This is an optimization exercise on Yosys and OpenROAD, whose aim is small area and a short achievable clock period, not a production implementation. Where RTL was checked, it was by simulation tests only, not by an equivalence proof against the original. No activity file was given, so power comes from the tool's default toggle rates.

==> inputs of v2 <==
## desiredDrive_reg
module desiredDrive_reg(
    input clk, rst_n,
    input [11:0] avg_torque,
    input [4:0] cadence,
    input not_pedaling,
    input [12:0] incline,
    input [2:0] scale,
    output logic [11:0] target_curr
);
Settings: LEC_CHECK=0, CAP_MARGIN=20, CORE_MARGIN=2, CORE_UTILIZATION=40, CTS_BUF_LIST=sky130_fd_sc_hd__clkbuf_4 sky130_fd_sc_hd__clkbuf_8, SLEW_MARGIN=20, TNS_END_PERCENT=5; clock period 13.0 ns.
standard.sh (not shown) runs the stock make flow with config.mk's settings and CLKGATE_MAP_FILE= SYNTH_SCRIPT=/design/flow/synth_recipe.tcl, a recipe that flattens the netlist after the stock synthesis.
==> flow/flow/run.sh <==
#!/bin/bash
# Layout flow: the standard flow (standard.sh), with these changes:
#  - synthesis: Yosys's generic "synth -run fine:" step skips its early ABC
#    pass (-noabc), so that extract_fa sees the RTL's full adders as written
#    (without the input/output inversions that pass puts around them), and
#    extract_fa looks for full adders only (EXTRACT_FA_ARGS); the rest of
#    synthesis (dfflibmap, the final ABC mapping, flatten, renaming) is as in
#    the standard flow's synthesis;
#    the final ABC mapping runs flow/map.abc (a delay-oriented mapping without
#    ABC's own buffering and sizing, which OpenROAD's repair does later);
#  - the port buffers are PORT_BUF cells;
#  - ORFS's timing repair aims for SETUP_SLACK_MARGIN ns of setup slack.
# The SDC, the clock period and every other step are the standard flow's.
set -euo pipefail
HERE=$(pwd)
EXTRACT_FA_ARGS=""
SETUP_MARGIN=7.6
PORT_BUF=sky130_fd_sc_hd__buf_1
# ORFS's synth.tcl with the changes
sed -e 's/synth -top \$::env(DESIGN_NAME) -run fine: {\*}\$synth_full_args/synth -top $::env(DESIGN_NAME) -run fine: -noabc {*}$synth_full_args/' \
    -e "s/extract_fa {\*}\[dont_use_extract_fa_args\]/extract_fa $EXTRACT_FA_ARGS/" \
    -e "s#^  log_cmd abc {\*}\$abc_args#  log_cmd abc {*}[lreplace \$abc_args 1 1 $HERE/flow/map.abc]#" \
    "$FLOW_HOME/scripts/synth.tcl" > "$HERE/synth_changed.tcl"
grep -q -- '-run fine: -noabc' "$HERE/synth_changed.tcl"
grep -q -- "^ *extract_fa $EXTRACT_FA_ARGS\$" "$HERE/synth_changed.tcl"
grep -q -- "lreplace \$abc_args 1 1 $HERE/flow/map.abc" "$HERE/synth_changed.tcl"
# The standard flow's synthesis wrapper, sourcing the changed synth.tcl
sed "s#source \$::env(SCRIPTS_DIR)/synth.tcl#source $HERE/synth_changed.tcl#" synth_recipe.tcl > "$HERE/flow_synth.tcl"
grep -q "source $HERE/synth_changed.tcl" "$HERE/flow_synth.tcl"
# The standard.sh, pointed at that wrapper
sed "s#SYNTH_SCRIPT=[^ ]*#SYNTH_SCRIPT=$HERE/flow_synth.tcl#" standard.sh > "$HERE/flow_standard.sh"
grep -q "SYNTH_SCRIPT=$HERE/flow_synth.tcl" "$HERE/flow_standard.sh"
bash "$HERE/flow_standard.sh" SETUP_SLACK_MARGIN=$SETUP_MARGIN \
    "BUFFER_PORTS_ARGS=-buffer_cell $PORT_BUF" finish > "$HERE/flow_make.log" 2>&1
==> flow/flow/map.abc <==
strash
&get -n
&st
&dch
&nf
&put
topo
stime -c
==> inputs of v5, as changes to v2 <==
--- a/flow/design.v
+++ b/flow/design.v
@@ -624,22 +624,25 @@
     input [2:0] scale,
     output logic [11:0] target_curr
 );
 logic [14:0] ts_nxt, ic_nxt;
 logic [14:0] ts_rn, ic_rn;
 desiredDrive iDD(.avg_torque(avg_torque), .cadence(cadence), .not_pedaling(not_pedaling),
                  .incline(incline), .scale(scale), .ts_prod(ts_nxt), .ic_prod(ic_nxt));
+always_ff @(posedge clk) begin
+    ts_rn <= ~ts_nxt;
+    ic_rn <= ~ic_nxt;
+end
+logic valid;
 always_ff @(posedge clk, negedge rst_n) begin
     if (!rst_n)
-        ts_rn <= 15'h7FFF;
+        valid <= 1'b0;
     else
-        ts_rn <= ~ts_nxt;
+        valid <= 1'b1;
 end
-always_ff @(posedge clk)
-    ic_rn <= ~ic_nxt;
 logic [14:0] ts_r, ic_r;
 assign ts_r = ~ts_rn;
 assign ic_r = ~ic_rn;
 wire b_p1 = ts_r[0] & ic_r[0];
 wire b_p2 = ts_r[0] & ic_r[1];
 wire b_p3 = ts_r[0] & ic_r[2];
 wire b_p4 = ts_r[0] & ic_r[3];
@@ -1235,13 +1238,13 @@
 logic sat_r;
 always_ff @(posedge clk, negedge rst_n) begin
     if (!rst_n) begin
         curr_r <= 12'h000;
         sat_r <= 1'b0;
     end
     else begin
-        curr_r <= prod_hi[11:0];
-        sat_r <= |prod_hi[14:12];
+        curr_r <= prod_hi[11:0] & {12{valid}};
+        sat_r <= (|prod_hi[14:12]) & valid;
     end
 end
 assign target_curr = curr_r | {12{sat_r}};
 endmodule
==> flow/flow/run.sh (replaced) <==
#!/bin/bash
# Layout flow: the standard flow (standard.sh), with these changes:
#  - synthesis: Yosys's generic "synth -run fine:" step skips its early ABC
#    pass (-noabc), so that extract_fa sees the RTL's full adders as written
#    (without the input/output inversions that pass puts around them), and
#    extract_fa looks for full adders only (EXTRACT_FA_ARGS); the rest of
#    synthesis (dfflibmap, the final ABC mapping, flatten, renaming) is as in
#    the standard flow's synthesis;
#  - the port buffers are PORT_BUF cells;
#  - ORFS's timing repair aims for SETUP_SLACK_MARGIN ns of setup slack.
# The SDC, the clock period and every other step are the standard flow's.
set -euo pipefail
HERE=$(pwd)
EXTRACT_FA_ARGS=""
SETUP_MARGIN=7.6
PORT_BUF=sky130_fd_sc_hd__buf_1
# ORFS's synth.tcl with the changes
sed -e 's/synth -top \$::env(DESIGN_NAME) -run fine: {\*}\$synth_full_args/synth -top $::env(DESIGN_NAME) -run fine: -noabc {*}$synth_full_args/' \
    -e "s/extract_fa {\*}\[dont_use_extract_fa_args\]/extract_fa $EXTRACT_FA_ARGS/" \
    "$FLOW_HOME/scripts/synth.tcl" > "$HERE/synth_changed.tcl"
grep -q -- '-run fine: -noabc' "$HERE/synth_changed.tcl"
grep -q -- "^ *extract_fa $EXTRACT_FA_ARGS\$" "$HERE/synth_changed.tcl"
# The standard flow's synthesis wrapper, sourcing the changed synth.tcl
sed "s#source \$::env(SCRIPTS_DIR)/synth.tcl#source $HERE/synth_changed.tcl#" synth_recipe.tcl > "$HERE/flow_synth.tcl"
grep -q "source $HERE/synth_changed.tcl" "$HERE/flow_synth.tcl"
# The standard.sh, pointed at that wrapper
sed "s#SYNTH_SCRIPT=[^ ]*#SYNTH_SCRIPT=$HERE/flow_synth.tcl#" standard.sh > "$HERE/flow_standard.sh"
grep -q "SYNTH_SCRIPT=$HERE/flow_synth.tcl" "$HERE/flow_standard.sh"
bash "$HERE/flow_standard.sh" SETUP_SLACK_MARGIN=$SETUP_MARGIN \
    "BUFFER_PORTS_ARGS=-buffer_cell $PORT_BUF" finish > "$HERE/flow_make.log" 2>&1
- ABC_AREA: default -> 1
- CELL_PAD_IN_SITES_DETAIL_PLACEMENT: default -> 0
- CELL_PAD_IN_SITES_GLOBAL_PLACEMENT: default -> 0
removed: flow/flow/map.abc
==> inputs of v28, as changes to v2 <==
==> flow/flow/run.sh (replaced) <==
#!/bin/bash
# Layout flow: the standard flow (standard.sh), with these changes:
#  - synthesis: Yosys's generic "synth -run fine:" step skips its early ABC
#    pass (-noabc), so that extract_fa sees the RTL's full adders as written
#    (without the input/output inversions that pass puts around them), and
#    extract_fa looks for full adders only (EXTRACT_FA_ARGS); the rest of
#    synthesis (dfflibmap, the final ABC mapping, flatten, renaming) is as in
#    the standard flow's synthesis;
#  - the port buffers are PORT_BUF cells;
#  - ORFS's timing repair aims for SETUP_SLACK_MARGIN ns of setup slack.
# The SDC, the clock period and every other step are the standard flow's.
set -euo pipefail
HERE=$(pwd)
EXTRACT_FA_ARGS=""
SETUP_MARGIN=7.3
PORT_BUF=sky130_fd_sc_hd__buf_1
# ORFS's synth.tcl with the changes
sed -e 's/synth -top \$::env(DESIGN_NAME) -run fine: {\*}\$synth_full_args/synth -top $::env(DESIGN_NAME) -run fine: -noabc {*}$synth_full_args/' \
    -e "s/extract_fa {\*}\[dont_use_extract_fa_args\]/extract_fa $EXTRACT_FA_ARGS/" \
    "$FLOW_HOME/scripts/synth.tcl" > "$HERE/synth_changed.tcl"
grep -q -- '-run fine: -noabc' "$HERE/synth_changed.tcl"
grep -q -- "^ *extract_fa $EXTRACT_FA_ARGS\$" "$HERE/synth_changed.tcl"
# The standard flow's synthesis wrapper, sourcing the changed synth.tcl
sed "s#source \$::env(SCRIPTS_DIR)/synth.tcl#source $HERE/synth_changed.tcl#" synth_recipe.tcl > "$HERE/flow_synth.tcl"
grep -q "source $HERE/synth_changed.tcl" "$HERE/flow_synth.tcl"
# The standard.sh, pointed at that wrapper
sed "s#SYNTH_SCRIPT=[^ ]*#SYNTH_SCRIPT=$HERE/flow_synth.tcl#" standard.sh > "$HERE/flow_standard.sh"
grep -q "SYNTH_SCRIPT=$HERE/flow_synth.tcl" "$HERE/flow_standard.sh"
bash "$HERE/flow_standard.sh" SETUP_SLACK_MARGIN=$SETUP_MARGIN \
    "BUFFER_PORTS_ARGS=-buffer_cell $PORT_BUF" finish > "$HERE/flow_make.log" 2>&1
- CORE_UTILIZATION: 40 -> 60
- PLACE_DENSITY: default -> 0.75
- TNS_END_PERCENT: 5 -> default
removed: flow/flow/map.abc
==> inputs of v38, as changes to v2 <==
--- a/flow/design.v
+++ b/flow/design.v
@@ -624,22 +624,25 @@
     input [2:0] scale,
     output logic [11:0] target_curr
 );
 logic [14:0] ts_nxt, ic_nxt;
 logic [14:0] ts_rn, ic_rn;
 desiredDrive iDD(.avg_torque(avg_torque), .cadence(cadence), .not_pedaling(not_pedaling),
                  .incline(incline), .scale(scale), .ts_prod(ts_nxt), .ic_prod(ic_nxt));
+always_ff @(posedge clk) begin
+    ts_rn <= ~ts_nxt;
+    ic_rn <= ~ic_nxt;
+end
+logic valid;
 always_ff @(posedge clk, negedge rst_n) begin
     if (!rst_n)
-        ts_rn <= 15'h7FFF;
+        valid <= 1'b0;
     else
-        ts_rn <= ~ts_nxt;
+        valid <= 1'b1;
 end
-always_ff @(posedge clk)
-    ic_rn <= ~ic_nxt;
 logic [14:0] ts_r, ic_r;
 assign ts_r = ~ts_rn;
 assign ic_r = ~ic_rn;
 wire b_p1 = ts_r[0] & ic_r[0];
 wire b_p2 = ts_r[0] & ic_r[1];
 wire b_p3 = ts_r[0] & ic_r[2];
 wire b_p4 = ts_r[0] & ic_r[3];
@@ -1235,13 +1238,13 @@
 logic sat_r;
 always_ff @(posedge clk, negedge rst_n) begin
     if (!rst_n) begin
         curr_r <= 12'h000;
         sat_r <= 1'b0;
     end
     else begin
-        curr_r <= prod_hi[11:0];
-        sat_r <= |prod_hi[14:12];
+        curr_r <= prod_hi[11:0] & {12{valid}};
+        sat_r <= (|prod_hi[14:12]) & valid;
     end
 end
 assign target_curr = curr_r | {12{sat_r}};
 endmodule
==> summary of the runs <==
Against v28, the register-to-register slack of v2 is higher by 0.14 ns. Cell area: v5 is larger than v38 (about 3.2%). The lowest power belongs to v38, the highest to v28. Maximum frequency, highest first: v5, v38, v2, v28. Between v38 and v2, the lower utilization is in v38 (gap 0.087 points). Of v5 and v28, v5 has the higher final cell count (gap 27%, measured against v28). Die area, lowest first: v28, v38, v2, v5. Between v38 and v2, the lower setup slack is in v2 (gap 0.074 ns).
==> figures <==
item	v2	v5	v28	v38
Count of filler cells inserted in the layout	2089	2265	1167	2096
Capture endpoint of the worst hold path	sat_r$_DFF_PN0_	curr_r[0]$_DFF_PN0_	sat_r$_DFF_PN0_	curr_r[2]$_DFF_PN0_
Result of the run	finished clean	finished clean	finished clean	finished clean
Overall die height	152 um	156 um	126 um	152 um
Worst slew margin	47.7%	42.4%	44.9%	47.5%
Fmax	177 MHz	186 MHz	173 MHz	180 MHz
Compound-cell area share of the yosys netlist	6.31%	4.47%	6.13%	7.08%
Routability Congestion	0.816	0.820	0.872	0.810
Origin of the worst min-delay path	ic_rn[14]$_DFF_P_	valid$_DFF_PN0_	ic_rn[14]$_DFF_P_	valid$_DFF_PN0_
First-pass detailed-route iteration total	5	6	6	5
Ratio of layout area to synthesized area	1.097x	1.067x	1.075x	1.097x
Endpoint of the most critical register-to-register path	curr_r[10]$_DFF_PN0_	curr_r[1]$_DFF_PN0_	curr_r[11]$_DFF_PN0_	curr_r[10]$_DFF_PN0_
Share of flip-flops with an asynchronous set or reset	65.1%	31.8%	65.1%	31.8%
Comb power	701 uW	705 uW	726 uW	681 uW
Register-to-Register Path Depth	14	15	15	15
Portion of the clock cycle consumed by the worst path in the final layout	43.4%	41.3%	44.4%	42.8%
Share of post-route cells with drive strength above 1	7.07%	5.44%	9.38%	6.81%
Number of buffers outside the clock class in the layout	55	49	63	54
The RTL of v2 and v28 was laid out without a check of its function.

separate check: timing with driven ports:
The flow's constraints put no driver on any port. The routed layouts listed below were extracted and timed again, unchanged, in two steps. Step 1 (the two cells are an assumption about what drives the block):
set clk [get_ports {clk}]
set_driving_cell -lib_cell sky130_fd_sc_hd__clkbuf_16 $clk
set_driving_cell -lib_cell sky130_fd_sc_hd__buf_2 [delete_from_list [all_inputs] $clk]
Step 2 also shifts input and output timing later by t, the mid clock arrival at the registers, as if the neighbouring blocks saw the same clock. Slacks: ideal / step 1 / step 2; pairs: ideal / step 1.
run | t (ns) | setup slack, ns | pins driven straight from the clock port
v2 | 0.350 | 7.361 / 7.347 / 6.996 | 1
v5 | 0.364 | 7.634 / 7.632 / 7.268 | 1
v28 | 0.357 | 7.233 / 7.229 / 6.872 | 1
v38 | 0.347 | 7.434 / 7.443 / 7.096 | 1
After both steps every run listed still meets setup and hold. For v5, which loses most, drivers alone change the setup slack by -0.002 ns; drivers and shift together by -0.366 ns.
